This is an optimization exercise on Yosys and OpenROAD, whose aim is small area, not a production implementation.
At most, simulation tests tie the RTL to the original design; equivalence was not proved.
The RTL of runs 4 and 5 was laid out without a check of its function.
Power is estimated from default activity; no workload was simulated.

==> design/flow/design.v <==
module CPU
  ( input             clk
  , input             rst
  , output     [15:0] addr
  , input      [ 7:0] data_in
  , output     [ 7:0] data_out
  , output            rd_enable
  , output            wr_enable
  , input      [7:0]  int_pending
  , output     [7:0]  int_clear
  );
  reg [7:0]  op;       
  reg [4:0]  st;       
  reg        cb;       
  reg        intr;     
  reg        halted;
  reg        ime;
  reg [7:0]  a, b, c, d, e, h, l, w, z;
  reg [15:0] sp, pc;
  reg        zf, nf, hf, cf;
  reg [4:0]  ipq;      
  wire [1:0] p  = op[5:4];
  wire [2:0] oy = op[5:3];
  wire [2:0] oz = op[2:0];
  wire       oq = op[3];
  wire       x0 = op[7:6] == 2'd0;
  wire       x1 = op[7:6] == 2'd1;
  wire       x2 = op[7:6] == 2'd2;
  wire       x3 = op[7:6] == 2'd3;
  wire       y6 = oy == 3'd6;
  wire       z6 = oz == 3'd6;
  wire cond = (op[4] ? cf : zf) == op[3];
  wire s1  = st == 5'd1;
  wire s2  = st == 5'd2;
  wire s3  = st == 5'd3;
  wire s4  = st == 5'd4;
  wire s5  = st == 5'd5;
  wire s6  = st == 5'd6;
  wire s7  = st == 5'd7;
  wire s8  = st == 5'd8;
  wire s9  = st == 5'd9;
  wire s10 = st == 5'd10;
  wire s11 = st == 5'd11;
  wire s13 = st == 5'd13;
  wire s14 = st == 5'd14;
  wire s15 = st == 5'd15;
  wire s17 = st == 5'd17;
  wire s18 = st == 5'd18;
  wire s19 = st == 5'd19;
  wire s21 = st == 5'd21;
  wire s23 = st == 5'd23;
  wire ex = !intr & !cb;
  wire cx = cb;
  wire i_nop     = ex & op == 8'h00;
  wire i_ld16    = ex & x0 & oz == 3'd1 & !oq;
  wire i_addhl   = ex & x0 & oz == 3'd1 & oq;
  wire i_ldrra   = ex & x0 & oz == 3'd2 & !oq & !op[5];
  wire i_ldia    = ex & x0 & oz == 3'd2 & !oq & op[5];
  wire i_ldarr   = ex & x0 & oz == 3'd2 & oq & !op[5];
  wire i_ldai    = ex & x0 & oz == 3'd2 & oq & op[5];
  wire i_incdec16= ex & x0 & oz == 3'd3;
  wire i_incdec8 = ex & x0 & oz[2:1] == 2'd2 & !y6;
  wire i_incdechl= ex & x0 & oz[2:1] == 2'd2 & y6;
  wire i_ld8i    = ex & x0 & oz == 3'd6 & !y6;
  wire i_ldhli   = ex & op == 8'h36;
  wire i_rota    = ex & x0 & oz == 3'd7 & !op[5];
  wire i_daa     = ex & op == 8'h27;
  wire i_cpl     = ex & op == 8'h2f;
  wire i_scf     = ex & op == 8'h37;
  wire i_ccf     = ex & op == 8'h3f;
  wire i_ldnsp   = ex & op == 8'h08;
  wire i_jr      = ex & op == 8'h18;
  wire i_jrcc    = ex & x0 & oz == 3'd0 & op[5];
  wire i_halt    = ex & op == 8'h76;
  wire i_ldrr    = ex & x1 & !y6 & !z6;
  wire i_ldrhl   = ex & x1 & z6 & !y6;
  wire i_ldhlr   = ex & x1 & y6 & !z6;
  wire i_alur    = ex & x2 & !z6;
  wire i_aluhl   = ex & x2 & z6;
  wire i_retcc   = ex & x3 & oz == 3'd0 & !op[5];
  wire i_ldhw    = ex & op == 8'he0;
  wire i_addsp   = ex & op == 8'he8;
  wire i_ldhr    = ex & op == 8'hf0;
  wire i_ldhlsp  = ex & op == 8'hf8;
  wire i_pop     = ex & x3 & oz == 3'd1 & !oq;
  wire i_ret     = ex & x3 & oz == 3'd1 & oq & !op[5];
  wire i_jphl    = ex & op == 8'he9;
  wire i_ldsphl  = ex & op == 8'hf9;
  wire i_jpcc    = ex & x3 & oz == 3'd2 & !op[5];
  wire i_ldca    = ex & op == 8'he2;
  wire i_ldnna   = ex & op == 8'hea;
  wire i_ldac    = ex & op == 8'hf2;
  wire i_ldann   = ex & op == 8'hfa;
  wire i_jp      = ex & op == 8'hc3;
  wire i_cbp     = ex & op == 8'hcb;
  wire i_diei    = ex & x3 & op[5:4] == 2'd3 & oz == 3'd3;
  wire i_callcc  = ex & x3 & oz == 3'd4 & !op[5];
  wire i_push    = ex & x3 & oz == 3'd5 & !oq;
  wire i_call    = ex & op == 8'hcd;
  wire i_alun    = ex & x3 & oz == 3'd6;
  wire i_rst     = ex & x3 & oz == 3'd7;
  wire i_bad     = ex & (op == 8'h10 | op == 8'hd3 | op == 8'hdb | op == 8'hdd |
                   op == 8'he3 | op == 8'he4 | op == 8'heb | op == 8'hec |
                   op == 8'hed | op == 8'hf4 | op == 8'hfc | op == 8'hfd);
  wire k_rot  = cx & x0;
  wire k_bit  = cx & x1;
  wire k_res  = cx & x2;
  wire k_set  = cx & x3;
  wire k_reg  = cx & !z6 & s7;           
  wire k_rhl  = cx & z6 & s9;            
  wire k_whl  = cx & z6 & !x1 & s13;     
  wire g_jp   = i_jp | i_jpcc;
  wire g_call = i_call | i_callcc;
  wire g_jr   = i_jr | i_jrcc;
  wire g_imm8 = i_ld8i | g_jr | i_alun | i_ldhw | i_ldhr | i_addsp |
                i_ldhlsp | i_cbp;
  wire g_imm16 = g_jp | g_call | i_ldnna | i_ldann | i_ldnsp;
  wire alu8   = (i_alur & s3) | ((i_aluhl | i_alun) & s5);
  wire incdec = (i_incdec8 & s3) | (i_incdechl & s5);
  wire fetch = !intr & s1;
  wire rd_c =
      fetch |
      (s5 & (i_ld16 | i_ldarr | i_ldai | i_incdechl | i_ldrhl | i_aluhl |
             i_pop | i_ret | i_ldac | g_imm8 | g_imm16)) |
      ((s6 | s7 | s10 | s11) & i_ld16) |
      (s7 & i_ldhli) |
      (s8 & g_jp) |
      (s9 & (i_ld16 | i_ldnsp | i_pop | i_ret | g_call | i_ldnna | i_ldann |
             i_ldhr)) |
      (s13 & i_ldann) |
      k_rhl;
  wire wr_c =
      (s5 & (i_ldrra | i_ldia | i_ldhlr | i_ldca)) |
      (s9 & (i_incdechl | i_ldhli | i_push | i_rst | i_ldhw)) |
      (s13 & (i_push | i_rst | i_ldnna | i_ldnsp)) |
      (s17 & (g_call | i_ldnsp)) |
      (s21 & g_call) |
      k_whl |
      (intr & (s14 | s18));
  wire sp_dec = ((s6 | s10) & (i_push | i_rst)) |
                ((s14 | s18) & g_call) |
                (intr & (s6 | s14));
  wire sp_inc = (s6 | s10) & (i_pop | i_ret);
  wire hl_step = s7 & (i_ldia | i_ldai);       
  wire rr_step = s6 & i_incdec16;              
  wire sp_rel  = s7 & (i_addsp | i_ldhlsp);    
  wire wz_inc  = s14 & i_ldnsp;
  wire pc_rel  = s11 & g_jr;                   
  wire pc_wz   = (s14 & (g_jp | i_ret)) | (s23 & g_call);
  wire pc_hl   = s3 & i_jphl;
  wire pc_vec  = (s14 & i_rst) | (intr & s19);
  wire sp_hl   = s6 & i_ldsphl;
  wire ab_sp  = ((rd_c | wr_c) & (((s5 | s9) & (i_pop | i_ret)) |
                                  ((s9 | s13) & (i_push | i_rst)) |
                                  ((s17 | s21) & g_call) | intr)) |
                sp_dec | sp_inc | sp_rel;
  wire ab_hl  = (s5 & (i_ldai | i_incdechl | i_ldrhl | i_aluhl | i_ldia |
                       i_ldhlr)) |
                (s9 & (i_incdechl | i_ldhli)) |
                k_rhl | k_whl | hl_step | pc_hl | sp_hl |
                (rr_step & p == 2'd2);
  wire ab_bc  = (s5 & (i_ldrra | i_ldarr) & !op[4]) | (rr_step & p == 2'd0);
  wire ab_de  = (s5 & (i_ldrra | i_ldarr) & op[4]) | (rr_step & p == 2'd1);
  wire ab_rsp = rr_step & p == 2'd3;
  wire ab_wz  = (s13 & (i_ldnna | i_ldann | i_ldnsp)) | wz_inc |
                (s17 & i_ldnsp) | pc_wz;
  wire ab_ffc = s5 & (i_ldca | i_ldac);
  wire ab_ffz = s9 & (i_ldhw | i_ldhr);
  wire ab_vec = pc_vec;
  wire ab_pc  = !(ab_sp | ab_rsp | ab_hl | ab_bc | ab_de | ab_wz | ab_ffc |
                  ab_ffz | ab_vec);
  wire u_pass = pc_wz | pc_hl | pc_vec | sp_hl;
  wire u_dec  = sp_dec | (hl_step & op[4]) | (rr_step & op[3]);
  wire k_ff  = u_dec | u_pass;
  wire k_z   = sp_rel | pc_rel;
  wire pc_inc = rd_c & ab_pc & !(i_ld16 & (s5 | s6 | s9 | s10));
  wire cin16 = !(u_dec | k_z);
  wire w16    = sp_dec | sp_inc | hl_step | rr_step | sp_rel | wz_inc | sp_hl;
  wire w16_hl = hl_step | (rr_step & p == 2'd2) | (sp_rel & i_ldhlsp);
  wire w16_bc = rr_step & p == 2'd0;
  wire w16_de = rr_step & p == 2'd1;
  wire w16_sp = sp_dec | sp_inc | (rr_step & p == 2'd3) | (sp_rel & i_addsp) |
                sp_hl;
  wire w16_wz = wz_inc;
  wire we_pc  = pc_inc | pc_rel | pc_wz | pc_hl | pc_vec;
  wire rs_oz  = (s3 & (i_ldrr | i_alur)) | (s5 & i_ldhlr) | k_reg;
  wire rs_oy  = s3 & i_incdec8;
  wire rs_a   = (s5 & (i_ldrra | i_ldia | i_ldca)) | (s9 & i_ldhw) |
                (s13 & i_ldnna) | (s3 & i_rota);
  wire rs_phi = (s7 & i_addhl) | (s9 & i_push);    
  wire rs_plo = (s4 & i_addhl) | (s13 & i_push);   
  wire [2:0] rs_idx = rs_oz ? oz : rs_oy ? oy : rs_a ? 3'd7 :
                      {p, rs_plo};
  wire rs_en  = rs_oz | rs_oy | rs_a | ((rs_phi | rs_plo) & p != 2'd3);
  wire rs_p3  = (rs_phi | rs_plo) & p == 2'd3;
  wire rb_b = rs_en & rs_idx == 3'd0;
  wire rb_c = rs_en & rs_idx == 3'd1;
  wire rb_d = rs_en & rs_idx == 3'd2;
  wire rb_e = rs_en & rs_idx == 3'd3;
  wire rb_h = rs_en & rs_idx == 3'd4;
  wire rb_l = rs_en & rs_idx == 3'd5;
  wire rb_a = (rs_en & rs_idx == 3'd7) | (rs_p3 & rs_phi & i_push);
  wire rb_f   = rs_p3 & rs_plo & i_push;
  wire rb_sph = (rs_p3 & rs_phi & i_addhl) | (s17 & i_ldnsp);
  wire rb_spl = (rs_p3 & rs_plo & i_addhl) | (s13 & i_ldnsp);
  wire rb_pch = (s17 & g_call) | (s9 & i_rst) | (intr & s14);
  wire rb_pcl = (s21 & g_call) | (s13 & i_rst) | (intr & s18);
  wire rb_z   = (s9 & (i_incdechl | i_ldhli)) | k_whl;
  wire rb_din = rd_c;
  wire [7:0] rbus =
      ({8{rb_b}} & b) | ({8{rb_c}} & c) | ({8{rb_d}} & d) | ({8{rb_e}} & e) |
      ({8{rb_h}} & h) | ({8{rb_l}} & l) | ({8{rb_a}} & a) |
      ({8{rb_f}} & {zf, nf, hf, cf, 4'h0}) |
      ({8{rb_sph}} & sp[15:8]) | ({8{rb_spl}} & sp[7:0]) |
      ({8{rb_pch}} & pc[15:8]) | ({8{rb_pcl}} & pc[7:0]) |
      ({8{rb_z}} & z) | ({8{rb_din}} & data_in);
  wire        any_int = |ipq;
  wire [2:0]  iidx = ipq[0] ? 3'd0 : ipq[1] ? 3'd1 : ipq[2] ? 3'd2 :
                     ipq[3] ? 3'd3 : 3'd4;
  wire [7:0]  vec = intr ? (any_int ? {2'b01, iidx, 3'b000} : pc[7:0])
                         : {2'b00, oy, 3'b000};
  wire [15:0] abus =
      ({16{ab_pc}} & pc) | ({16{ab_sp | ab_rsp}} & sp) |
      ({16{ab_hl}} & {h, l}) | ({16{ab_bc}} & {b, c}) |
      ({16{ab_de}} & {d, e}) | ({16{ab_wz}} & {w, z}) |
      ({16{ab_ffc}} & {8'hff, c}) | ({16{ab_ffz}} & {8'hff, z}) |
      ({16{ab_vec}} & {8'h00, vec});
  wire [7:0]  kk = ({8{k_z}} & z) | {8{k_ff}};
  wire [8:0]  cw;
  wire [15:0] u16;
  assign cw[0] = cin16;
  genvar gi;
  generate
    for (gi = 0; gi < 8; gi = gi + 1) begin : g_add16
      assign u16[gi] = abus[gi] ^ kk[gi] ^ cw[gi];
      assign cw[gi+1] = (abus[gi] & kk[gi]) | (abus[gi] & cw[gi]) |
                        (kk[gi] & cw[gi]);
    end
  endgenerate
  wire [7:0] ah = abus[15:8];
  wire [8:0] ic, dc;
  assign ic[0] = 1'b1;
  assign dc[0] = 1'b1;
  wire [7:0] ah_inc, ah_dec;
  generate
    for (gi = 0; gi < 8; gi = gi + 1) begin : g_incdec
      assign ah_inc[gi] = ah[gi] ^ ic[gi];
      assign ic[gi+1] = ah[gi] & ic[gi];
      assign ah_dec[gi] = ah[gi] ^ dc[gi];
      assign dc[gi+1] = !ah[gi] & dc[gi];
    end
  endgenerate
  wire hi_chg = kk[7] ^ cw[8];
  assign u16[15:8] = !hi_chg ? ah : (cw[8] ? ah_inc : ah_dec);
  wire c4w = cw[4];
  wire c8w = cw[8];
  wire a_arith = !oy[2] | (oy == 3'd7);
  wire a_sub   = (oy[2:1] == 2'd1) | (oy == 3'd7);
  wire a_cin   = a_sub ^ (oy[0] & !oy[2] & cf);
  wire x_a  = alu8 | (s3 & (i_daa | i_cpl));
  wire x_l  = s4 & i_addhl;
  wire x_h  = s7 & i_addhl;
  wire x_ff = incdec & op[0];
  wire x_m  = (k_rhl | k_reg) & (k_bit | k_set);
  wire x_nm = (k_rhl | k_reg) & k_res;
  wire [7:0] mask = 8'd1 << oy;
  wire [7:0] xop = ({8{x_a}} & a) | ({8{x_l}} & l) | ({8{x_h}} & h) |
                   (mask & {8{x_m}}) | (~mask & {8{x_nm}}) | {8{x_ff}};
  wire daa_lo = nf ? hf : (hf | (a[3:0] > 4'h9));
  wire daa_hi = nf ? cf : (cf | (a > 8'h99));
  wire [7:0] daa_k = nf ? {daa_lo | daa_hi, daa_lo & !daa_hi, daa_lo ^ daa_hi,
                           daa_lo, daa_lo, 1'b0, daa_lo, 1'b0}
                        : {1'b0, daa_hi, daa_hi, 1'b0, 1'b0, daa_lo, daa_lo, 1'b0};
  wire daa_s = s3 & i_daa;
  wire r_sum = (alu8 & a_arith) | incdec | x_l | x_h | daa_s;
  wire r_and = (alu8 & oy == 3'd4) | x_nm | ((k_rhl | k_reg) & k_bit);
  wire r_xor = (alu8 & oy == 3'd5) | (s3 & i_cpl);
  wire r_sh  = (s3 & i_rota) | ((k_rhl | k_reg) & k_rot);
  wire c_inv = (alu8 & a_sub) | (s3 & i_cpl);
  wire c_sub = (alu8 & a_sub) | (incdec & op[0]);
  wire c_cin = (alu8 & a_cin) | (incdec & !op[0]) | (x_h & cf);
  wire [7:0] yop = (rbus | ({8{daa_s}} & daa_k)) ^ {8{c_inv}};
  wire [8:0] carry;
  wire [7:0] sum;
  assign carry[0] = c_cin;
  generate
    for (gi = 0; gi < 8; gi = gi + 1) begin : g_add8
      assign sum[gi] = xop[gi] ^ yop[gi] ^ carry[gi];
      assign carry[gi+1] = (xop[gi] & yop[gi]) | (xop[gi] & carry[gi]) |
                           (yop[gi] & carry[gi]);
    end
  endgenerate
  wire c4 = carry[4];
  wire c8 = carry[8];
  wire lin   = (oy == 3'd0 & rbus[7]) | (oy == 3'd2 & cf);
  wire rin   = (oy == 3'd1 & rbus[0]) | (oy == 3'd3 & cf) |
               (oy == 3'd5 & rbus[7]);
  wire sh_sw = r_sh & oy == 3'd6;
  wire sh_l  = r_sh & !oy[0] & !sh_sw;
  wire sh_r  = r_sh & oy[0];
  wire shc   = oy[0] ? rbus[0] : (rbus[7] & !sh_sw);
  wire r_or = !(r_sum | r_and | r_xor | r_sh);
  wire [7:0] res = ({8{r_sum}} & sum) | ({8{r_and | r_or}} & (xop & yop)) |
                   ({8{r_xor | r_or}} & (xop ^ yop)) |
                   ({8{sh_l}} & {rbus[6:0], lin}) |
                   ({8{sh_r}} & {rin, rbus[7:1]}) |
                   ({8{sh_sw}} & {rbus[3:0], rbus[7:4]});
  wire zres = ~|res;
  wire pop_af = s5 & i_pop & p == 2'd3;
  wire f_alu  = alu8 | incdec | x_l | x_h;         
  wire f_shift = r_sh;
  wire f_bit  = (k_rhl | k_reg) & k_bit;
  wire f_scf  = s3 & (i_scf | i_ccf);
  wire f_cpl  = s3 & i_cpl;
  wire we_zf = alu8 | incdec | f_shift | f_bit | daa_s | pop_af | sp_rel;
  wire we_nf = alu8 | incdec | x_l | x_h | f_shift | f_bit | f_scf | f_cpl |
               pop_af | sp_rel;
  wire we_hf = we_nf | daa_s;
  wire we_cf = alu8 | x_l | x_h | f_shift | daa_s | f_scf | pop_af | sp_rel;
  wire d_zf = (zres & !(s3 & i_rota) & !sp_rel & !pop_af) | (pop_af & data_in[7]);
  wire d_nf = c_sub | f_cpl | (pop_af & data_in[6]);
  wire d_hf = (f_alu & (alu8 & !a_arith ? oy == 3'd4 : c4 ^ c_sub)) |
              f_bit | f_cpl | (pop_af & data_in[5]) | (sp_rel & c4w);
  wire d_cf = (((alu8 & a_arith) | x_l | x_h) & (c8 ^ c_sub)) |
              (f_shift & shc) | (daa_s & daa_hi) |
              (f_scf & (i_scf | !cf)) | (pop_af & data_in[4]) |
              (sp_rel & c8w);
  wire wd_oy = (s5 & (i_ld8i | i_ldrhl)) | (s3 & (i_ldrr | i_incdec8));
  wire wd_oz = k_reg & !k_bit;
  wire wd_a  = (alu8 & oy != 3'd7) | (s3 & (i_daa | i_cpl | i_rota)) |
               (s5 & (i_ldarr | i_ldai | i_ldac)) | (s9 & i_ldhr) |
               (s13 & i_ldann);
  wire wd_plo = (s7 & i_ld16) | (s5 & i_pop);      
  wire wd_phi = (s11 & i_ld16) | (s9 & i_pop);     
  wire [2:0] wd_idx = wd_oy ? oy : wd_oz ? oz : wd_a ? 3'd7 : {p, wd_plo};
  wire wd_en = wd_oy | wd_oz | wd_a | ((wd_plo | wd_phi) & p != 2'd3);
  wire wd_p3 = (wd_plo | wd_phi) & p == 2'd3;
  wire we_b = (wd_en & wd_idx == 3'd0) | w16_bc;
  wire we_c = (wd_en & wd_idx == 3'd1) | w16_bc;
  wire we_d = (wd_en & wd_idx == 3'd2) | w16_de;
  wire we_e = (wd_en & wd_idx == 3'd3) | w16_de;
  wire we_h = (wd_en & wd_idx == 3'd4) | w16_hl | x_h;
  wire we_l = (wd_en & wd_idx == 3'd5) | w16_hl | x_l;
  wire we_a = (wd_en & wd_idx == 3'd7) | (wd_p3 & wd_phi & i_pop);
  wire we_sph = (wd_p3 & wd_phi & i_ld16) | w16_sp;
  wire we_spl = (wd_p3 & wd_plo & i_ld16) | w16_sp;
  wire we_z = (s5 & (g_jr | g_jp | g_call | i_ldhw | i_ldhr | i_ldnna |
                     i_ldann | i_ldnsp | i_addsp | i_ldhlsp | i_ret |
                     i_incdechl)) |
              (s7 & i_ldhli) | (k_rhl & !k_bit) | w16_wz;
  wire we_w = (s9 & (g_call | i_ldnna | i_ldann | i_ldnsp | i_ret)) |
              (s8 & g_jp) | w16_wz;
  wire [15:0] wb = w16 ? u16 : {res, res};
  assign addr      = abus;
  assign data_out  = rbus;
  assign rd_enable = rd_c;
  assign wr_enable = wr_c;
  wire   iclr = intr & s19 & any_int;
  assign int_clear = {3'b000, iclr & iidx == 3'd4, iclr & iidx == 3'd3,
                      iclr & iidx == 3'd2, iclr & iidx == 3'd1,
                      iclr & iidx == 3'd0};
  wire int_go = !intr && st == 5'd0 && ime && (|int_pending);
  wire c_end =
      (s3 & (i_nop | i_incdec8 | i_rota | i_daa | i_cpl | i_scf | i_ccf |
             i_ldrr | i_halt | i_alur | i_jphl | i_diei)) |
      (s7 & (i_ldrra | i_ldia | i_ldarr | i_ldai | i_incdec16 | i_addhl |
             i_ld8i | i_ldrhl | i_ldhlr | i_aluhl | i_ldca | i_ldac | i_alun |
             i_ldsphl | ((i_jrcc | i_retcc) & !cond))) |
      (s11 & (i_ld16 | i_incdechl | i_ldhli | g_jr | i_pop | i_ldhw | i_ldhr |
              i_ldhlsp | ((i_jpcc | i_callcc) & !cond))) |
      (s15 & (i_push | i_rst | i_ret | g_jp | i_ldnna | i_ldann | i_addsp)) |
      (s19 & (i_ldnsp | intr)) |
      (s23 & g_call) |
      (cx & ((!z6 & s7) | (z6 & x1 & s11) | (z6 & !x1 & s15)));
  wire c_jmp4 = s7 & i_retcc & cond;
  wire c_hold = s2 & i_bad;
  wire c_opld = fetch | (s5 & i_cbp);
  always @(posedge clk) begin
    ipq <= int_pending[4:0];
    if (rst) begin
      st <= 5'd0;
      cb <= 1'b0;
      intr <= 1'b0;
      halted <= 1'b0;
      ime <= 1'b0;
    end else begin
      if (halted && (|int_pending)) halted <= 1'b0;
      if (s3 & i_halt) halted <= 1'b1;
      if (int_go) ime <= 1'b0;
      else if (s3 & i_diei) ime <= op[3];
      else if (s7 & i_ret & op[4]) ime <= 1'b1;
      if (st == 5'd0) begin
        if (int_go) begin
          intr <= 1'b1;
          st <= 5'd1;
        end else if (!halted) begin
          st <= 5'd1;
        end
      end else if (c_end) begin
        st <= 5'd0;
        cb <= 1'b0;
        intr <= 1'b0;
      end else if (c_jmp4) begin
        st <= 5'd4;
      end else if (!c_hold) begin
        st <= st + 5'd1;
      end
      if (s5 & i_cbp) cb <= 1'b1;
    end
  end
  always @(posedge clk) begin
    if (c_opld) op <= data_in;
    else if (c_jmp4) op <= (op | 8'h09) & 8'hef;
  end
  always @(posedge clk) begin
    if (rst) begin
      a <= 8'h00; b <= 8'h00; c <= 8'h00; d <= 8'h00;
      e <= 8'h00; h <= 8'h00; l <= 8'h00;
      sp <= 16'h0000; pc <= 16'h0000;
      zf <= 1'b0; nf <= 1'b0; hf <= 1'b0; cf <= 1'b0;
    end else begin
      if (we_a) a <= res;
      if (we_b) b <= wb[15:8];
      if (we_c) c <= wb[7:0];
      if (we_d) d <= wb[15:8];
      if (we_e) e <= wb[7:0];
      if (we_h) h <= wb[15:8];
      if (we_l) l <= wb[7:0];
      if (we_sph) sp[15:8] <= wb[15:8];
      if (we_spl) sp[7:0] <= wb[7:0];
      if (we_pc) pc <= u16;
      if (we_zf) zf <= d_zf;
      if (we_nf) nf <= d_nf;
      if (we_hf) hf <= d_hf;
      if (we_cf) cf <= d_cf;
    end
  end
  always @(posedge clk) begin
    if (we_w) w <= wb[15:8];
    if (we_z) z <= wb[7:0];
  end
endmodule
==> design/flow/flow/run.sh <==
#!/bin/bash
# Own layout flow: the standard ORFS flow with two changes.
#  - Synthesis maps the logic with an area-oriented ABC script
#    (flow/abc_area.script) instead of ORFS's delay-oriented one. Registers
#    are mapped before ABC runs, so they come out as in the standard synthesis.
#  - Clock tree synthesis uses clkbuf_8 buffers and no dummy loads.
# Each tool writes its log under orfs/logs; make's own output goes to
# own_flow.log in the work folder.
set -euo pipefail
W=$(pwd)
F=$W/flow
{
  echo "proc abc {args} {"
  echo "  set i [lsearch -exact \$args -script]"
  echo "  if {\$i >= 0} { lset args [expr {\$i + 1}] $F/abc_area.script }"
  echo "  yosys abc {*}\$args"
  echo "}"
  cat "$W/synth_recipe.tcl"
} > "$W/own_synth.tcl"
sed "s|SYNTH_SCRIPT=[^ ]*|SYNTH_SCRIPT=$W/own_synth.tcl|" "$W/standard.sh" > "$W/own_standard.sh"
grep -q "SYNTH_SCRIPT=$W/own_synth.tcl" "$W/own_standard.sh"
export CTS_ARGS="-sink_clustering_enable -repair_clock_nets -dont_use_dummy_load -buf_list sky130_fd_sc_hd__clkbuf_8"
bash "$W/own_standard.sh" finish > "$W/own_flow.log" 2>&1
==> design/flow/flow/abc_area.script <==
&get -n
&st
&dch -f
&nf -R 1000
&st
&dch -f
&nf -R 1000
&put
topo
stime -c
==> design/flow/standard.sh <==
#!/bin/bash
# synth_recipe.tcl (not shown) runs the flow's synth.tcl, then flattens the netlist and writes it again
# the make line also repeats each setting of config.mk as NAME=value (left out here)
make -C /OpenROAD-flow-scripts/flow DESIGN_CONFIG=/design/flow/config.mk WORK_HOME=/design/flow/orfs CLKGATE_MAP_FILE= SYNTH_SCRIPT=/design/flow/synth_recipe.tcl "${@:-finish}"
==> design/flow/config.mk <==
export PLATFORM = sky130hd
export DESIGN_NAME = CPU
export DESIGN_NICKNAME = CPU
export VERILOG_FILES = /design/flow/design.v
export SDC_FILE = /design/flow/constraint.sdc
export NUM_CORES = 8
export LEC_CHECK = 0
export CAP_MARGIN = 20
export CORE_MARGIN = 2
export CORE_UTILIZATION = 45
export SLEW_MARGIN = 20
==> design/flow/constraint.sdc <==
create_clock -name core_clock -period 10.0 [get_ports {clk}]
set_input_delay 2.0000 -clock core_clock [delete_from_list [all_inputs] [get_ports {clk}]]
set_output_delay 2.0000 -clock core_clock [all_outputs]
set_load 0.01 [all_outputs]
==> impl_metrics.env, run 1 <==
export IMPL_status="complete, no violations"
export IMPL_slowest_stage="a221oi_1"
export IMPL_holdPathEnd="halted"
export IMPL_std_cell_rows=52
export IMPL_drc=0
export IMPL_rsz0062_at_grt="no"
export IMPL_crit_family="adder cells"
export IMPL_p_leak_nw=3.67
export IMPL_fp_dieW_um=147
export IMPL_ys_seq_elements=130
export IMPL_grt_max_degree=102
export IMPL_antenna_left=0
export IMPL_antenna_cells=0
export IMPL_r2r_start="op[5]"
export IMPL_grt_usage=0.406
export IMPL_die_h_um=147
export IMPL_skew_ns=0.0449
export IMPL_power_density_mw_per_mm2=115
export IMPL_path_buf_inv=7
export IMPL_vias=11216
export IMPL_clk_latency_ns=0.47
export IMPL_final_period_utilization=0.950
export IMPL_seq_area_sq_mm=0.00284
export IMPL_portBuffers=48
export IMPL_fin_crit_ns=9.50
export IMPL_multi_input_area_sq_mm=0.00615
export IMPL_viasPerCell=7.01
export IMPL_finalSetupViolations=0
export IMPL_tightest_slew_ns=1.10
export IMPL_clk_pin_slew_worst_paths_ns=0.08
export IMPL_overflow=0
export IMPL_grt_pass1_wl_um=66300
export IMPL_synth_most_common_cell="nor2_1"
export IMPL_rr_endpoint="z[7]"
export IMPL_drt_wirelength_per_cell_um=27.9
export IMPL_slowest_delay_ns=0.55
export IMPL_synth_edf_count=24
export IMPL_async_flop_share=0
export IMPL_worstPathArrival_ns=9.69
export IMPL_worst_slack_ns=0.498
export IMPL_core_sq_mm=0.0202
export IMPL_numCtsBuffers=17
export IMPL_drv_slew=0
export IMPL_finalNetCount=1382
export IMPL_cts_sinks=130
export IMPL_cts_tree="yes"
export IMPL_postSynthCellCount=1210
export IMPL_crit_path_max_fanout=23
export IMPL_maxCapViolations=0
export IMPL_worstPathRequired_ns=10.19
export IMPL_cts_repair_resized=0
export IMPL_worstSetupEndpointType="register"
export IMPL_yosysTopAreaCell="dfxtp_1"
export IMPL_maxSlewHeadroom=0.270
export IMPL_area_delta_synth_final_pct=16.2
export IMPL_seq_area_frac_synth=0.308
export IMPL_io_pins=52
export IMPL_synth_top_cell_area_share=0.230
export IMPL_crit_type="register to register"
export IMPL_cp_depth=34
export IMPL_hp_start="halted"
export IMPL_syn_area_per_cell_sq_um=7.62
export IMPL_hpwl_um=34100
export IMPL_netlist_top_cells_count="188 x nor2_1, 155 x nand2_1, 106 x dfxtp_1"
export IMPL_peakVddDrop_v=0.0000862
export IMPL_dp_slack_ns=0.651
export IMPL_min_path_type="register to register"
export IMPL_grt_pass1_vias=10334
export IMPL_dieArea_sq_mm=0.0217
export IMPL_drtIter0Drc=1903
export IMPL_antenna_found_initial=0
export IMPL_hold_depth=2
export IMPL_syn_area_sq_mm=0.00922
export IMPL_start_util=0.457
export IMPL_final_setup_tns_ns=0
export IMPL_startpoint_type="register"
export IMPL_fmax_mhz=105
export IMPL_r2r_cells=34
export IMPL_wirelength_um=44600
export IMPL_fillCellCount=2002
export IMPL_regToRegSetupSlack_ns=0.50
export IMPL_synth_ff_type="dfxtp_1"
export IMPL_drive_gt1_frac=0.0586
export IMPL_yosys_warnings=1
export IMPL_crit_path_frequent_cell="fa_1"
export IMPL_h_tree_depth=4
export IMPL_hold_viol=0
export IMPL_cts_buffer_depth=2
export IMPL_cts_root_buf="clkbuf_8"
export IMPL_place_congestion=1.02
export IMPL_synth_area_leaders="dfxtp_1 23%, edfxtp_1 7.8%, nor2_1 7.7%"
export IMPL_synth_cell_types=59
export IMPL_firstDrtPassIters=8
[power breakdown]
part           internal [W]  total [W]  switching [W]
Clock              0.000150   0.000354       0.000204
Sequential         0.000551   0.000577      0.0000260
Combinational      0.000102   0.000296       0.000194
Total              0.000804    0.00123       0.000424
[state kept, by name (all words and copies together), names as in the netlist, 5 cells and up]
signal and flops:
st 5, ipq 5, c 8, a 8
z 8, d 8, b 8, e 8
w 8, pc 16, sp 16, h 8
l 8, op 8
[through the flow]
stage          instances  hold WS (ns)  utilization  power [W]  cell area (sq um)
3_5_place_dp        1579         0.499        0.518   0.000869              10400
4_1_cts             1596         0.511        0.529    0.00121              10700
5_1_grt             1601         0.541        0.531    0.00127              10700
3_3_place_gp        1579         0.478        0.517   0.000870              10400
2_1_floorplan       1212         0.442            -   0.000740               9230
6_report            1601         0.507        0.531    0.00123              10700
[how the worst max path moves through the flow]
| stage | from | to | slack (ns) |
|---|---|---|---|
| 3_5_place_dp | op[4] | z[7] | 0.65 |
| 2_1_floorplan | intr | w[7] | 0.70 |
| 5_1_grt | op[5] | z[7] | 0.04 |
| 4_1_cts | op[4] | z[7] | 0.63 |
| 3_3_place_gp | op[4] | z[7] | 0.73 |
| 6_report | op[5] | z[7] | 0.50 |
[cells by family after synthesis]
| logic type | synth area share |
|---|---|
| AND/OR/NAND/NOR | 0.290 |
| AO/OA/AOI/OAI | 0.295 |
| flip-flops | 0.308 |
| buffers and inverters | 0.0285 |
| adder cells (fa/ha/maj) | 0.0551 |
| XOR/XNOR | 0.0209 |
| multiplexers | 0.00217 |
| other | 0.000407 |
[what timing repair did]
item / CTS / global route
setup buffers: 0 / 5
endpoints found under the setup margin: 0 / 8
hold buffers: 0 / 0
[worst min-delay path: cells and delay by family, from the launching register on]
kind | cells | cell delay (ns)
DFF | 1 | 0.33
and+or+nand+nor | 1 | 0.07
AOI/OAI and AO/OA | 1 | 0.06
[layer usage]
metal	global-route usage	routed length (um)	vias to the layer above
met5	0	0	-
met4	0.225	3110	0
met3	0.0882	5510	201
met2	0.610	18800	909
met1	0.544	17200	5218
li1	-	-	4888
[area by class of cell]
cell class / instances / area share
Timing Repair Buffer: 105 / 0.0849
Tap cell: 270 / 0.0315
Clock buffer: 17 / 0.0218
Inverter: 64 / 0.0224
Sequential cell: 130 / 0.265
Multi-Input combinational cell: 1015 / 0.574
[cell usage in the layout, fill, tap and decap left out, types with 46 or more instances in the layout]
cell type,netlist,routed
a211oi_1,90,90
clkdlybuf4s50_1,0,47
nand3_1,52,52
a21oi_1,66,66
dfxtp_1,106,106
nor2_1,188,188
clkinv_1,64,64
buf_4,3,57
nor3_1,46,46
o21ai_0,48,47
nand2_1,155,155
==> run 2: changes to the inputs <==
--- a/design/flow/config.mk
+++ b/design/flow/config.mk
@@ -9,3 +9,4 @@
 export CORE_MARGIN = 2
-export CORE_UTILIZATION = 45
+export CORE_UTILIZATION = 30
+export GPL_TIMING_DRIVEN = 0
 export SLEW_MARGIN = 20
==> run 2 against run 1 <==
Against the previous run:
- sequential share of layout area decreased by 0.38 points
- worst setup slack worse by 0.19 ns
- final cell count up 6.5%
- critical path type unchanged
- utilization fell by 17 points
- hold slack worse by 0.037 ns
- still clean on timing, DRC and antenna
==> impl_metrics.env, run 2 <==
export IMPL_status="complete, no violations"
export IMPL_hold_ws_ns=0.470
export IMPL_grt_max_degree=53
export IMPL_antenna_cells=0
export IMPL_yosysTopAreaCell="dfxtp_1"
export IMPL_cts_sinks=130
export IMPL_startpoint_type="register"
export IMPL_std_cell_rows=64
export IMPL_synth_edf_count=24
export IMPL_fmax_mhz=103
export IMPL_crit_path_max_fanout=17
export IMPL_drc=0
export IMPL_crit_family="adder cells"
export IMPL_maxCapViolations=0
export IMPL_path_buf_inv=3
export IMPL_worstPathRequired_ns=10.19
export IMPL_largestRegisters="pc x16, sp x16"
export IMPL_finalSetupViolations=0
export IMPL_postSynthCellCount=1210
export IMPL_finalNetCount=1360
export IMPL_synth_area_leaders="dfxtp_1 23%, edfxtp_1 7.8%, nor2_1 7.7%"
export IMPL_slowest_stage="fa_1"
export IMPL_multi_input_area_sq_mm=0.00628
export IMPL_placed_area_sq_mm=0.0104
export IMPL_yosys_warnings=1
export IMPL_synth_top_cell_area_share=0.230
export IMPL_grt_pass1_vias=10127
export IMPL_synth_cell_types=59
export IMPL_clk_latency_ns=0.47
export IMPL_fp_dieW_um=179
export IMPL_maxSlewHeadroom=0.257
export IMPL_drive_gt1_frac=0.0626
export IMPL_fin_crit_ns=9.69
export IMPL_synth_top_family_by_area="compound AO/OA/AOI/OAI gates"
export IMPL_min_path_type="register to register"
export IMPL_dpl_cell_count=1667
export IMPL_synth_most_common_cell="nor2_1"
export IMPL_slowest_delay_ns=0.56
export IMPL_worstPathArrival_ns=9.88
export IMPL_p_leak_nw=3.60
export IMPL_place_congestion=0.995
export IMPL_syn_area_sq_mm=0.00922
export IMPL_cts_tree="yes"
export IMPL_cts_root_buf="clkbuf_8"
export IMPL_tightest_slew_ns=1.10
export IMPL_synth_xor_area_frac=0.0209
export IMPL_peakVddDrop_v=0.0000731
export IMPL_grt_usage=0.268
export IMPL_crit_path_frequent_cell="fa_1"
export IMPL_layout_common_cells="183 x nor2_1, 154 x nand2_1, 105 x dfxtp_1"
export IMPL_cts_buffer_depth=2
export IMPL_skew_ns=0.0390
export IMPL_cts_hold_buf=0
export IMPL_synthAdderAreaFrac=0.0551
export IMPL_fillCellCount=3266
export IMPL_drv_slew=0
export IMPL_wirelength_um=43400
export IMPL_netlist_top_cells_count="188 x nor2_1, 155 x nand2_1, 106 x dfxtp_1"
export IMPL_dieArea_sq_mm=0.0322
export IMPL_crit_type="register to register"
export IMPL_hold_viol=0
export IMPL_synth_ff_type="dfxtp_1"
export IMPL_synth_compound_area_share=0.295
export IMPL_final_cells=1705
export IMPL_syn_area_per_cell_sq_um=7.62
export IMPL_vias=10926
export IMPL_area_delta_synth_final_pct=18.0
export IMPL_seq_area_sq_mm=0.00285
export IMPL_overflow=0
export IMPL_viasPerCell=6.41
export IMPL_io_pins=52
export IMPL_synth_mux_area_fraction=0.00217
export IMPL_fin_util=0.358
export IMPL_hpwl_um=32500
export IMPL_firstDrtPassIters=14
export IMPL_final_period_utilization=0.969
export IMPL_ys_seq_elements=130
export IMPL_h_tree_depth=4
export IMPL_final_common_cell="nor2_1"
export IMPL_clk_pin_slew_worst_paths_ns=0.07
export IMPL_numCtsBuffers=17
export IMPL_drtIter0Drc=1576
export IMPL_drt_wirelength_per_cell_um=25.4
export IMPL_worstSetupEndpointType="register"
export IMPL_die_h_um=179
export IMPL_core_sq_mm=0.0304
export IMPL_grt_pass1_wl_um=64200
export IMPL_async_flop_share=0
export IMPL_portBuffers=48
export IMPL_start_util=0.303
export IMPL_synthSimpleGateAreaFrac=0.290
export IMPL_antenna_left=0
export IMPL_final_area_sq_mm=0.0109
export IMPL_seq_area_frac_synth=0.308
export IMPL_power_density_mw_per_mm2=112
export IMPL_antenna_found_initial=0
[run 2: cell types whose count changed in the layout (fill, tap and decap cells not counted), moves of 4 or more]
cell / before / now
nor2_1: 188 / 183
nor3_1: 46 / 42
o21ai_0: 47 / 43
buf_4: 57 / 27
buf_6: 1 / 6
nor2_2: 0 / 4
[run 2: path summary, 6_finish.rpt]
path / from / endpoint / slack [ns] / cells after the start
worst max-delay path: cb / w[3] / 0.31 / 30
worst min-delay path: halted / halted / 0.47 / 2
worst max register to register: cb / w[3] / 0.31 / 30
worst min register to register: halted / halted / 0.47 / 2
[run 2: metal layers]
layer  global-route usage  routed length (um)
met5                    0                   0
met4                0.153                2950
met3               0.0460                4640
met2                0.414               18800
met1                0.353               16900
[run 2: power breakdown]
part / switching, W / total (W) / leakage [nW] / internal (W)
clock: 0.000192 / 0.000342 / 0.122 / 0.000150
combinational: 0.000195 / 0.000300 / 2.40 / 0.000105
sequential: 0.0000230 / 0.000574 / 1.08 / 0.000551
total: 0.000410 / 0.00122 / 3.60 / 0.000806
[run 2: final cells by class]
class | count | share of cell area
Sequential cell | 130 | 0.261
Tap cell | 396 | 0.0455
Buffer | 3 | 0.00207
Multi-Input combinational cell | 1015 | 0.577
Clock buffer | 17 | 0.0215
Timing Repair Buffer | 80 | 0.0701
Inverter | 64 | 0.0221
[run 2: timing repair]
action	in CTS	in global routing
resized for setup	12	11
pin swaps	1	2
gates cloned	0	0
buffers inserted	10	11
setup endpoints to repair	61	47
[run 2: worst min-delay path: stages, from the launching register on]
cell	delay, ns
dfxtp_1	0.31
nand3_1	0.06
a21oi_1	0.05
[run 2: stage by stage]
| step | setup TNS [ns] | power (W) | worst slack, ns |
|---|---|---|---|
| floorplan | 0 | 0.000740 | 0.701 |
| global placement | -118.94 | 0.000857 | -2.33 |
| detailed placement | -54.97 | 0.000858 | -1.53 |
| CTS | 0 | 0.00120 | 0.0608 |
| global route | -0.0364 | 0.00127 | -0.0364 |
| finish | 0 | 0.00122 | 0.310 |
[run 2: kinds of logic (layout without fill, tap and decap cells)]
logic type | Yosys count | in the layout
adders and majority gates | 31 | 31
muxes | 2 | 2
xor gates and xnor gates | 22 | 22
DFF | 130 | 130
AOI/OAI and AO/OA | 379 | 379
other | 1 | 3
and+or+nand+nor | 578 | 578
buffers and inverters | 67 | 164
==> run 3: changes to the inputs <==
--- a/design/flow/config.mk
+++ b/design/flow/config.mk
@@ -10,3 +10,2 @@
 export CORE_UTILIZATION = 30
-export GPL_TIMING_DRIVEN = 0
 export SLEW_MARGIN = 20
==> run 3 against run 2 <==
Against the previous run:
- wire length increased by 6.6%
- sequential share of layout area increased by 0.089 points
- largest cell class unchanged
- non-clock buffer count up 14
- synthesized area is the same
- register-to-register slack improved by 0.15 ns
- synthesized cell count unchanged
- global-route usage grew 1.9 points
- worst setup slack improved by 0.15 ns
- critical path depth grew 2
- total power grew 0.71%
- final cell count rose by 0.82%
==> impl_metrics.env, run 3 <==
export IMPL_status="complete, no violations"
export IMPL_path_buf_inv=5
export IMPL_ys_seq_elements=130
export IMPL_cts_buffer_depth=2
export IMPL_hold_viol=0
export IMPL_seq_area_frac_synth=0.308
export IMPL_cts_root_buf="clkbuf_8"
export IMPL_slowest_stage="edfxtp_1"
export IMPL_clk_latency_ns=0.47
export IMPL_drive_gt1_frac=0.0544
export IMPL_skew_ns=0.0342
export IMPL_cts_tree="yes"
export IMPL_final_common_cell="nor2_1"
export IMPL_peakVddDrop_v=0.0000851
export IMPL_syn_area_per_cell_sq_um=7.62
export IMPL_netlist_top_cells_count="188 x nor2_1, 155 x nand2_1, 106 x dfxtp_1"
export IMPL_drv_slew=0
export IMPL_portBuffers=48
export IMPL_fmax_mhz=105
export IMPL_grt_pass1_wl_um=68400
export IMPL_maxCapViolations=0
export IMPL_vias=11147
export IMPL_overflow=0
export IMPL_drt_wirelength_per_cell_um=26.9
export IMPL_synth_edf_count=24
export IMPL_dieArea_sq_mm=0.0322
export IMPL_final_area_sq_mm=0.0108
export IMPL_crit_path_max_fanout=12
export IMPL_clkPwrFrac=0.288
export IMPL_cts_sinks=130
export IMPL_combPwrFrac=0.239
export IMPL_drc=0
export IMPL_maxSlewHeadroom=0.241
export IMPL_synth_top_cell_area_share=0.230
export IMPL_grt_pass1_vias=10629
export IMPL_slowest_delay_ns=0.59
export IMPL_largestRegisters="pc x16, sp x16"
export IMPL_worstPathRequired_ns=10.18
export IMPL_numCtsBuffers=17
export IMPL_std_cell_rows=64
export IMPL_crit_path_frequent_cell="fa_1"
export IMPL_postSynthCellCount=1210
export IMPL_layout_common_cells="187 x nor2_1, 155 x nand2_1, 106 x dfxtp_1"
export IMPL_h_tree_depth=4
export IMPL_rsz0062_at_grt="no"
export IMPL_synth_ff_type="dfxtp_1"
export IMPL_tightest_slew_ns=1.13
export IMPL_synth_most_common_cell="nor2_1"
export IMPL_p_leak_nw=3.63
export IMPL_fp_dieW_um=179
export IMPL_placed_area_sq_mm=0.0106
export IMPL_wirelength_um=46200
export IMPL_crit_type="register to register"
export IMPL_synth_cell_types=59
export IMPL_fin_crit_ns=9.54
export IMPL_final_setup_tns_ns=0
export IMPL_finalSetupViolations=0
export IMPL_p_switching_w=0.000424
export IMPL_antenna_cells=0
export IMPL_grt_usage=0.287
export IMPL_hpwl_um=35300
export IMPL_grt_max_degree=53
export IMPL_worstSetupEndpointType="register"
export IMPL_start_util=0.303
export IMPL_dpl_cell_count=1702
export IMPL_drtIter0Drc=1890
export IMPL_seq_power_share=0.473
export IMPL_power_density_mw_per_mm2=113
export IMPL_antenna_left=0
export IMPL_firstDrtPassIters=10
export IMPL_finalNetCount=1374
export IMPL_final_period_utilization=0.954
export IMPL_area_delta_synth_final_pct=17.5
export IMPL_min_path_type="register to register"
export IMPL_core_sq_mm=0.0304
export IMPL_clk_pin_slew_worst_paths_ns=0.08
export IMPL_fillCellCount=3271
export IMPL_yosys_warnings=1
export IMPL_syn_area_sq_mm=0.00922
export IMPL_worstPathArrival_ns=9.72
export IMPL_p_int_w=0.000800
export IMPL_async_flop_share=0
export IMPL_die_h_um=179
export IMPL_yosysTopAreaCell="dfxtp_1"
export IMPL_crit_family="adder cells"
export IMPL_synth_area_leaders="dfxtp_1 23%, edfxtp_1 7.8%, nor2_1 7.7%"
export IMPL_swShare=0.347
export IMPL_final_cells=1719
export IMPL_io_pins=52
export IMPL_cts_hold_buf=0
export IMPL_antenna_found_initial=0
export IMPL_place_congestion=1.00
export IMPL_viasPerCell=6.48
export IMPL_startpoint_type="register"
==> run 3: cell counts after synthesis <==
No cell type changed its count.
==> run 3: metal layers <==
layer	vias up	track usage	wire, um
li1	4876	-	-
met1	5346	0.372	18300
met2	739	0.456	20600
met3	186	0.0523	4570
met4	0	0.151	2710
met5	-	0	0
==> run 3: what timing repair did <==
action,CTS,global route
setup endpoints to repair,0,10
gates resized for setup,0,4
setup buffers,0,0
==> run 3: kinds of logic (layout without fill, tap and decap cells) <==
family | Yosys count | after routing | share of synthesized area
and+or+nand+nor | 578 | 578 | 0.290
AOI/OAI and AO/OA | 379 | 379 | 0.295
adders and majority gates | 31 | 31 | 0.0551
buffers and inverters | 67 | 178 | 0.0285
muxes | 2 | 2 | 0.00217
other | 1 | 3 | 0.000407
xor gates and xnor gates | 22 | 22 | 0.0209
DFF | 130 | 130 | 0.308
==> run 3: final timing paths <==
| path | startpoint | slack (ns) | depth (start not counted) | endpoint |
|---|---|---|---|---|
| min reg2reg | halted | 0.48 | 2 | halted |
| min | halted | 0.48 | 2 | halted |
| max | op[4] | 0.46 | 32 | z[7] |
| max reg2reg | op[4] | 0.46 | 32 | z[7] |
==> run 3: final cells by class <==
cell class,count,area [sq um],area share
clock buffer,17,234,0.0216
inverter,64,240,0.0222
timing repair buffer,97,846,0.0781
multi-input combinational,1015,6180,0.570
sequential,130,2840,0.262
tap,396,495,0.0457
==> run 3: worst register-to-register path: cells and delay by family, from the launching register on <==
kind / cells / cell delay (ns)
AOI/OAI and AO/OA: 7 / 1.87
xor gates and xnor gates: 1 / 0.10
and+or+nand+nor: 11 / 2.86
buffers and inverters: 5 / 0.58
DFF: 1 / 0.59
adders and majority gates: 8 / 3.29
==> run 3: per-stage QoR <==
stage | setup slack [ns] | hold WS (ns) | power [W] | util
final | 0.456 | 0.480 | 0.00122 | 0.356
after global routing | 0.0137 | 0.516 | 0.00126 | 0.356
after CTS | 0.460 | 0.490 | 0.00122 | 0.355
after detailed placement | 0.550 | 0.477 | 0.000871 | 0.347
after global placement | 0.499 | 0.465 | 0.000873 | 0.347
after floorplan | 0.701 | 0.442 | 0.000740 | -
==> run 3: power groups by stage <==
stage	logic, W	registers, W	clock network [W]
2_1_floorplan	0.000158	0.000581	0
3_3_place_gp	0.000284	0.000589	0
3_5_place_dp	0.000282	0.000589	0
4_1_cts	0.000284	0.000577	0.000356
5_1_grt	0.000313	0.000581	0.000370
6_report	0.000293	0.000580	0.000352
==> run 4: changes to the inputs <==
--- a/design/flow/design.v
+++ b/design/flow/design.v
@@ -20,3 +20,3 @@
   reg        zf, nf, hf, cf;
-  reg [4:0]  ipq;      
+  reg [2:0]  iq;       
   wire [1:0] p  = op[5:4];
@@ -216,5 +216,4 @@
       ({8{rb_z}} & z) | ({8{rb_din}} & data_in);
-  wire        any_int = |ipq;
-  wire [2:0]  iidx = ipq[0] ? 3'd0 : ipq[1] ? 3'd1 : ipq[2] ? 3'd2 :
-                     ipq[3] ? 3'd3 : 3'd4;
+  wire        any_int = !(iq[2] & iq[1]);
+  wire [2:0]  iidx = iq;
   wire [7:0]  vec = intr ? (any_int ? {2'b01, iidx, 3'b000} : pc[7:0])
@@ -258,3 +257,2 @@
   wire a_sub   = (oy[2:1] == 2'd1) | (oy == 3'd7);
-  wire a_cin   = a_sub ^ (oy[0] & !oy[2] & cf);
   wire x_a  = alu8 | (s3 & (i_daa | i_cpl));
@@ -280,3 +278,7 @@
   wire c_sub = (alu8 & a_sub) | (incdec & op[0]);
-  wire c_cin = (alu8 & a_cin) | (incdec & !op[0]) | (x_h & cf);
+  wire adc_sbc = alu8 & oy[0] & !oy[2];
+  wire cin_one = (alu8 & a_sub & !adc_sbc) | (incdec & !op[0]);
+  wire cin_cf  = (adc_sbc & !a_sub) | x_h;
+  wire cin_ncf = adc_sbc & a_sub;
+  wire c_cin = cin_one | (cin_cf & cf) | (cin_ncf & !cf);
   wire [7:0] yop = (rbus | ({8{daa_s}} & daa_k)) ^ {8{c_inv}};
@@ -319,9 +321,15 @@
   wire we_cf = alu8 | x_l | x_h | f_shift | daa_s | f_scf | pop_af | sp_rel;
-  wire d_zf = (zres & !(s3 & i_rota) & !sp_rel & !pop_af) | (pop_af & data_in[7]);
+  wire z_keep = !(s3 & i_rota) & !sp_rel & !pop_af;
+  wire h_alu  = f_alu & !(alu8 & !a_arith);
+  wire h_one  = (f_alu & alu8 & !a_arith & oy == 3'd4) | f_bit | f_cpl;
+  wire c_alu  = (alu8 & a_arith) | x_l | x_h;
+  wire c_set  = f_scf & i_scf;
+  wire c_inv_f = f_scf & !i_scf;
+  wire d_zf = (zres & z_keep) | (pop_af & data_in[7]);
   wire d_nf = c_sub | f_cpl | (pop_af & data_in[6]);
-  wire d_hf = (f_alu & (alu8 & !a_arith ? oy == 3'd4 : c4 ^ c_sub)) |
-              f_bit | f_cpl | (pop_af & data_in[5]) | (sp_rel & c4w);
-  wire d_cf = (((alu8 & a_arith) | x_l | x_h) & (c8 ^ c_sub)) |
+  wire d_hf = (h_alu & (c4 ^ c_sub)) | h_one | (pop_af & data_in[5]) |
+              (sp_rel & c4w);
+  wire d_cf = (c_alu & (c8 ^ c_sub)) |
               (f_shift & shc) | (daa_s & daa_hi) |
-              (f_scf & (i_scf | !cf)) | (pop_af & data_in[4]) |
+              c_set | (c_inv_f & !cf) | (pop_af & data_in[4]) |
               (sp_rel & c8w);
@@ -346,8 +354,4 @@
   wire we_spl = (wd_p3 & wd_plo & i_ld16) | w16_sp;
-  wire we_z = (s5 & (g_jr | g_jp | g_call | i_ldhw | i_ldhr | i_ldnna |
-                     i_ldann | i_ldnsp | i_addsp | i_ldhlsp | i_ret |
-                     i_incdechl)) |
-              (s7 & i_ldhli) | (k_rhl & !k_bit) | w16_wz;
-  wire we_w = (s9 & (g_call | i_ldnna | i_ldann | i_ldnsp | i_ret)) |
-              (s8 & g_jp) | w16_wz;
+  wire we_z = (rd_c & (st[2] | cb)) | w16_wz;
+  wire we_w = (rd_c & st[3] & !st[2]) | w16_wz;
   wire [15:0] wb = w16 ? u16 : {res, res};
@@ -377,4 +381,9 @@
   wire c_opld = fetch | (s5 & i_cbp);
+  wire c_cbset = s5 & i_cbp;
+  wire c_halt  = s3 & i_halt;
+  wire c_di_ei = s3 & i_diei;
+  wire c_reti  = s7 & i_ret & op[4];
   always @(posedge clk) begin
-    ipq <= int_pending[4:0];
+    iq <= int_pending[0] ? 3'd0 : int_pending[1] ? 3'd1 : int_pending[2] ? 3'd2 :
+          int_pending[3] ? 3'd3 : int_pending[4] ? 3'd4 : 3'd7;
     if (rst) begin
@@ -387,6 +396,6 @@
       if (halted && (|int_pending)) halted <= 1'b0;
-      if (s3 & i_halt) halted <= 1'b1;
+      if (c_halt) halted <= 1'b1;
       if (int_go) ime <= 1'b0;
-      else if (s3 & i_diei) ime <= op[3];
-      else if (s7 & i_ret & op[4]) ime <= 1'b1;
+      else if (c_di_ei) ime <= op[3];
+      else if (c_reti) ime <= 1'b1;
       if (st == 5'd0) begin
@@ -407,3 +416,3 @@
       end
-      if (s5 & i_cbp) cb <= 1'b1;
+      if (c_cbset) cb <= 1'b1;
     end
--- a/design/flow/flow/run.sh
+++ b/design/flow/flow/run.sh
@@ -1,3 +1,3 @@
 #!/bin/bash
-# Own layout flow: the standard ORFS flow with two changes.
+# Own layout flow: the standard ORFS flow with these changes.
 #  - Synthesis maps the logic with an area-oriented ABC script
@@ -6,2 +6,3 @@
 #  - Clock tree synthesis uses clkbuf_8 buffers and no dummy loads.
+#  - EXTRA_MAKE_ARGS (set below) passes further ORFS variables.
 # Each tool writes its log under orfs/logs; make's own output goes to
@@ -19,5 +20,7 @@
 } > "$W/own_synth.tcl"
-sed "s|SYNTH_SCRIPT=[^ ]*|SYNTH_SCRIPT=$W/own_synth.tcl|" "$W/standard.sh" > "$W/own_standard.sh"
+EXTRA_MAKE_ARGS="RECOVER_POWER=100 MATCH_CELL_FOOTPRINT=0"
+sed "s|SYNTH_SCRIPT=[^ ]*|SYNTH_SCRIPT=$W/own_synth.tcl $EXTRA_MAKE_ARGS|" "$W/standard.sh" > "$W/own_standard.sh"
 grep -q "SYNTH_SCRIPT=$W/own_synth.tcl" "$W/own_standard.sh"
 export CTS_ARGS="-sink_clustering_enable -repair_clock_nets -dont_use_dummy_load -buf_list sky130_fd_sc_hd__clkbuf_8"
+
 bash "$W/own_standard.sh" finish > "$W/own_flow.log" 2>&1
==> run 4 against run 3 <==
Against the previous run:
- still clean
- final cell count is 1.1% higher
- via count up 0.11%
- critical path depth fell by 5
- sequential share of layout area fell by 0.23 points
- critical path type unchanged
==> impl_metrics.env, run 4 <==
export IMPL_vias=11159
export IMPL_clk_latency_ns=0.47
export IMPL_wirelength_um=45100
export IMPL_fillCellCount=3182
export IMPL_regToRegSetupSlack_ns=0.54
export IMPL_grt_usage=0.282
export IMPL_viasPerCell=6.42
export IMPL_grt_pass1_vias=10518
export IMPL_crit_path_max_fanout=12
export IMPL_maxSlewHeadroom=0.202
export IMPL_cts_buffer_depth=2
export IMPL_final_common_cell="nor2_1"
export IMPL_clk_pin_slew_worst_paths_ns=0.07
export IMPL_multi_input_area_sq_mm=0.00620
export IMPL_yosys_warnings=1
export IMPL_largestRegisters="pc x16, sp x16"
export IMPL_synth_compound_area_share=0.264
export IMPL_cts_tree="yes"
export IMPL_core_sq_mm=0.0303
export IMPL_firstDrtPassIters=9
export IMPL_numCtsBuffers=17
export IMPL_drt_wirelength_per_cell_um=26.0
export IMPL_io_pins=52
export IMPL_overflow=0
export IMPL_drv_slew=0
export IMPL_antenna_cells=0
export IMPL_place_congestion=1.02
export IMPL_async_flop_share=0
export IMPL_fmax_mhz=106
export IMPL_synth_area_leaders="dfxtp_1 23%, nor2_1 8.7%, edfxtp_1 7.8%"
export IMPL_postSynthCellCount=1222
export IMPL_final_period_utilization=0.946
export IMPL_yosysTopAreaCell="dfxtp_1"
export IMPL_tightest_slew_ns=1.19
export IMPL_cts_hold_buf=0
export IMPL_drtIter0Drc=1615
export IMPL_worst_slack_ns=0.541
export IMPL_cts_repair_resized=0
export IMPL_seq_area_sq_mm=0.00280
export IMPL_fp_dieW_um=179
export IMPL_cts_root_buf="clkbuf_8"
export IMPL_min_path_type="register to register"
export IMPL_skew_ns=0.0364
export IMPL_die_h_um=179
export IMPL_drc=0
export IMPL_fin_crit_ns=9.46
export IMPL_status="complete, no violations"
export IMPL_synth_top_cell_area_share=0.226
export IMPL_start_util=0.303
export IMPL_worstSetupEndpointType="register"
export IMPL_synth_edf_count=24
export IMPL_maxCapViolations=0
export IMPL_post_cts_buffers=0
export IMPL_cts_sinks=128
export IMPL_peakVddDrop_v=0.0000840
export IMPL_syn_area_sq_mm=0.00920
export IMPL_ys_seq_elements=128
export IMPL_h_tree_depth=4
export IMPL_grt_max_degree=55
export IMPL_startpoint_type="register"
export IMPL_antenna_found_initial=0
export IMPL_worstPathRequired_ns=10.20
export IMPL_area_delta_synth_final_pct=17.2
export IMPL_dieArea_sq_mm=0.0321
export IMPL_hpwl_um=34700
export IMPL_grt_pass1_wl_um=66900
export IMPL_drive_gt1_frac=0.0477
export IMPL_dp_slack_ns=1.01
export IMPL_synth_mux_area_fraction=0.00776
export IMPL_final_setup_tns_ns=0
export IMPL_worstPathArrival_ns=9.66
export IMPL_synth_ff_type="dfxtp_1"
export IMPL_std_cell_rows=64
export IMPL_synth_xor_area_frac=0.0219
export IMPL_antenna_left=0
export IMPL_synth_top_family_by_area="simple AND/OR/NAND/NOR gates"
export IMPL_finalSetupViolations=0
export IMPL_seq_area_frac_synth=0.305
export IMPL_synth_most_common_cell="nor2_1"
export IMPL_synthSimpleGateAreaFrac=0.323
export IMPL_power_density_mw_per_mm2=110
export IMPL_synthAdderAreaFrac=0.0552
export IMPL_portBuffers=48
export IMPL_p_leak_nw=3.92
export IMPL_netlist_top_cells_count="213 x nor2_1, 152 x nand2_1, 104 x dfxtp_1"
export IMPL_finalNetCount=1393
export IMPL_synth_cell_types=61
export IMPL_crit_type="register to register"
export IMPL_layout_common_cells="213 x nor2_1, 152 x nand2_1, 104 x dfxtp_1"
export IMPL_syn_area_per_cell_sq_um=7.52
export IMPL_hold_viol=0
export IMPL_rsz0062_at_grt="no"
run 4: changes by cell type after synthesis, sizes merged, moves of 7 or more:
cell,previous run,this run
a21oi,66,58
or3,14,4
nor2b,19,36
a22oi,20,13
and3,9,16
nor2,188,213
nor3,46,87
clkinv,64,50
a211oi,90,50
and2,18,11
run 4: cell type report:
class                   instances  share of cell area
repair buffers                104              0.0792
clock buffers                  17              0.0217
well taps                     396              0.0460
inverters                      50              0.0174
multi-input cells            1043               0.576
flip-flops and latches        128               0.260
run 4: power breakdown:
part / total (W) / internal [W] / leakage, nW / switching, W
Sequential: 0.000568 / 0.000543 / 1.07 / 0.0000252
Combinational: 0.000272 / 0.0000865 / 2.73 / 0.000186
Clock: 0.000350 / 0.000150 / 0.122 / 0.000200
Total: 0.00119 / 0.000779 / 3.92 / 0.000411
run 4: worst paths after layout:
check,to,depth (start not counted),startpoint
max,w[5],27,op[5]
min,halted,2,halted
max reg2reg,w[5],27,op[5]
min reg2reg,halted,2,halted
run 4: kinds of logic (layout without fill, tap and decap cells):
logic type	count (synthesis)	count (layout)
simple gates	642	642
xor+xnor	23	23
other cells	1	3
compound gates	337	337
fa+ha+maj	31	31
mux	7	7
flops	128	128
buf+inv	53	171
run 4: per-layer routing:
metal	wire length (um)	vias up	track usage	part of all wire
li1	-	4874	-	-
met1	17600	5267	0.363	0.39
met2	19500	833	0.436	0.43
met3	4960	185	0.0602	0.11
met4	3100	0	0.159	0.069
met5	0	-	0	0
run 4: critical path, stage by stage, from the launching register on:
cell and delay (ns):
edfxtp_1 0.53, clkbuf_1 0.58, nor2_1 0.29, nand2_1 0.42, nor3_1 0.17, a31oi_1 0.33, nand4_1 0.14, o31ai_1 0.24
nand3_1 0.15, clkbuf_1 0.42, a221o_1 0.55, nor4_1 0.35, clkbuf_1 0.24, xnor2_1 0.15, fa_1 0.45, fa_1 0.48
fa_1 0.47, fa_1 0.52, fa_1 0.49, fa_1 0.48, a222oi_1 0.30, o21ai_0 0.14, a211oi_1 0.24, clkbuf_1 0.35
nor2_1 0.11, a21oi_1 0.14, clkbuf_1 0.31, clkinv_1 0.12
run 4: metrics by stage:
step | utilization | std cells | total power, W | area (sq um) | hold WS [ns]
6_report | 0.355 | 1738 | 0.00119 | 10800 | 0.506
3_3_place_gp | 0.349 | 1720 | 0.000853 | 10600 | 0.489
3_5_place_dp | 0.349 | 1721 | 0.000850 | 10600 | 0.495
5_1_grt | 0.355 | 1738 | 0.00123 | 10800 | 0.531
2_1_floorplan | - | 1224 | 0.000717 | 9200 | 0.464
4_1_cts | 0.357 | 1738 | 0.00119 | 10800 | 0.509
==> run 5: changes to the inputs <==
--- a/design/flow/flow/run.sh
+++ b/design/flow/flow/run.sh
@@ -20,3 +20,3 @@
 } > "$W/own_synth.tcl"
-EXTRA_MAKE_ARGS="RECOVER_POWER=100 MATCH_CELL_FOOTPRINT=0"
+EXTRA_MAKE_ARGS=""
 sed "s|SYNTH_SCRIPT=[^ ]*|SYNTH_SCRIPT=$W/own_synth.tcl $EXTRA_MAKE_ARGS|" "$W/standard.sh" > "$W/own_standard.sh"
@@ -24,3 +24,3 @@
 export CTS_ARGS="-sink_clustering_enable -repair_clock_nets -dont_use_dummy_load -buf_list sky130_fd_sc_hd__clkbuf_8"
-
+export BUFFER_PORTS_ARGS="-buffer_cell sky130_fd_sc_hd__buf_1"
 bash "$W/own_standard.sh" finish > "$W/own_flow.log" 2>&1
==> run 5 against run 4 <==
Against the previous run:
- total power down 1.3%
- largest cell class unchanged
- worst setup slack better by 0.093 ns
- synthesized area unchanged
- synthesized cell count unchanged
- wire length down 0.26%
- still clean on timing, DRC and antenna
- maximum frequency up 0.99%
==> impl_metrics.env, run 5 <==
export IMPL_status="complete, no violations"
export IMPL_min_path_type="register to register"
export IMPL_core_sq_mm=0.0303
export IMPL_yosys_warnings=1
export IMPL_synth_area_leaders="dfxtp_1 23%, nor2_1 8.7%, edfxtp_1 7.8%"
export IMPL_fp_dieW_um=179
export IMPL_drtIter0Drc=1641
export IMPL_place_congestion=1.03
export IMPL_skew_ns=0.0411
export IMPL_dpl_cell_count=1726
export IMPL_syn_area_per_cell_sq_um=7.52
export IMPL_peakVddDrop_v=0.0000752
export IMPL_h_tree_depth=4
export IMPL_antenna_found_initial=0
export IMPL_synth_ff_type="dfxtp_1"
export IMPL_tightest_slew_ns=1.07
export IMPL_fmax_mhz=107
export IMPL_die_h_um=179
export IMPL_firstDrtPassIters=8
export IMPL_p_leak_nw=3.79
export IMPL_cts_root_buf="clkbuf_8"
export IMPL_yosysTopAreaCell="dfxtp_1"
export IMPL_hold_viol=0
export IMPL_crit_path_max_fanout=15
export IMPL_power_density_mw_per_mm2=111
export IMPL_seq_area_frac_synth=0.305
export IMPL_post_cts_buffers=0
export IMPL_wirelength_um=45000
export IMPL_worstSetupEndpointType="register"
export IMPL_antenna_cells=0
export IMPL_finalSetupViolations=0
export IMPL_cts_repair_resized=0
export IMPL_worstPathRequired_ns=10.37
export IMPL_antenna_left=0
export IMPL_final_common_cell="nor2_1"
export IMPL_drv_slew=0
export IMPL_viasPerCell=6.31
export IMPL_maxCapViolations=0
export IMPL_grt_usage=0.282
export IMPL_dieArea_sq_mm=0.0321
export IMPL_synth_edf_count=24
export IMPL_syn_area_sq_mm=0.00920
export IMPL_final_period_utilization=0.937
export IMPL_largestRegisters="pc x16, sp x16"
export IMPL_regToRegSetupSlack_ns=0.63
export IMPL_clk_pin_slew_worst_paths_ns=0.08
export IMPL_fin_crit_ns=9.37
export IMPL_clk_latency_ns=0.46
export IMPL_synth_top_cell_area_share=0.226
export IMPL_cts_sinks=128
export IMPL_fin_total_pwr_w=0.00117
export IMPL_finalNetCount=1398
export IMPL_area_delta_synth_final_pct=14.9
export IMPL_grt_max_degree=53
export IMPL_rsz0062_at_grt="no"
export IMPL_postSynthCellCount=1222
export IMPL_grt_pass1_wl_um=66600
export IMPL_async_flop_share=0
export IMPL_overflow=0
export IMPL_netlist_top_cells_count="213 x nor2_1, 152 x nand2_1, 104 x dfxtp_1"
export IMPL_startpoint_type="register"
export IMPL_numCtsBuffers=17
export IMPL_cts_buffer_depth=2
export IMPL_layout_common_cells="213 x nor2_1, 152 x nand2_1, 104 x dfxtp_1"
export IMPL_synth_cell_types=61
export IMPL_cts_tree="yes"
export IMPL_final_cells=1743
export IMPL_cts_hold_buf=0
export IMPL_vias=10991
export IMPL_io_pins=52
export IMPL_start_util=0.303
export IMPL_worstPathArrival_ns=9.74
export IMPL_ys_seq_elements=128
export IMPL_crit_type="register to register"
export IMPL_std_cell_rows=64
export IMPL_drive_gt1_frac=0.0601
export IMPL_drt_wirelength_per_cell_um=25.8
export IMPL_synth_most_common_cell="nor2_1"
export IMPL_maxSlewHeadroom=0.281
export IMPL_hold_ws_ns=0.512
export IMPL_hpwl_um=35000
export IMPL_drc=0
export IMPL_portBuffers=48
export IMPL_final_setup_tns_ns=0
export IMPL_fillCellCount=3253
export IMPL_grt_pass1_vias=10379
[run 5: cell counts after synthesis]
No cell type changed its count.
[run 5: path summary, 6_finish.rpt]
kind,from,end,cells after the start
max,op[0],sp[14],24
max reg2reg,op[0],sp[14],24
min reg2reg,c[6],c[6],2
min,c[6],c[6],2
[run 5: area by class of cell]
type	instances	area, sq um	area share
multi-input cells	1043	6200	0.587
flip-flops and latches	128	2800	0.265
repair buffers	109	642	0.0608
well taps	396	495	0.0469
clock buffers	17	234	0.0221
inverters	50	188	0.0178
[run 5: logic make-up after synthesis]
| family | after synthesis | share of synthesized area |
|---|---|---|
| AND/OR/NAND/NOR | 642 | 0.323 |
| buffers and inverters | 53 | 0.0229 |
| multiplexers | 7 | 0.00776 |
| flip-flops | 128 | 0.305 |
| AO/OA/AOI/OAI | 337 | 0.264 |
| XOR/XNOR | 23 | 0.0219 |
| adder cells (fa/ha/maj) | 31 | 0.0552 |
| other | 1 | 0.000408 |
[run 5: metal layers]
metal  part of all wire  vias to the layer above  routed length [um]  global-route usage
li1                   -                     4878                   -                   -
met1               0.40                     5205               17900               0.363
met2               0.44                      744               20000               0.448
met3              0.098                      164                4400              0.0520
met4              0.061                        0                2730               0.144
met5                  0                        -                   0                   0
[run 5: power breakdown]
| part | internal [W] | switching (W) |
|---|---|---|
| registers | 0.000543 | 0.0000246 |
| clock network | 0.000150 | 0.000193 |
| logic | 0.0000778 | 0.000187 |
[run 5: critical path, stage by stage (launching register included)]
cell,delay (ns)
edfxtp_1,0.49
buf_4,0.24
and3b_1,0.50
nor2_1,0.18
a2111oi_1,0.87
o21ai_1,0.39
or4_1,0.66
nor3_1,0.23
o21bai_1,0.24
nand2_1,0.08
and3_1,0.19
fa_1,0.45
fa_1,0.43
fa_1,0.44
fa_1,0.46
fa_1,0.43
fa_1,0.42
fa_1,0.44
fa_1,0.65
xnor2_1,0.26
nor3_1,0.35
xnor2_1,0.14
o21ai_0,0.44
nor2b_1,0.10
nor3_1,0.18
[run 5: stage by stage]
stage          cell area, sq um  worst slack, ns  utilization
6_report                  10600            0.634        0.348
5_1_grt                   10600            0.223        0.348
4_1_cts                   10600            0.830        0.348
3_5_place_dp              10300            0.895        0.340
3_3_place_gp              10300            0.733        0.340
2_1_floorplan              9200            0.916            -

Check on run 5: ideal ports give 0.634 ns setup slack; a clkbuf_16 on the clock port and buf_2 on the inputs give 0.634 ns; moving port delays by the midpoint clock arrival (0.479 ns) as well gives 0.634 ns.
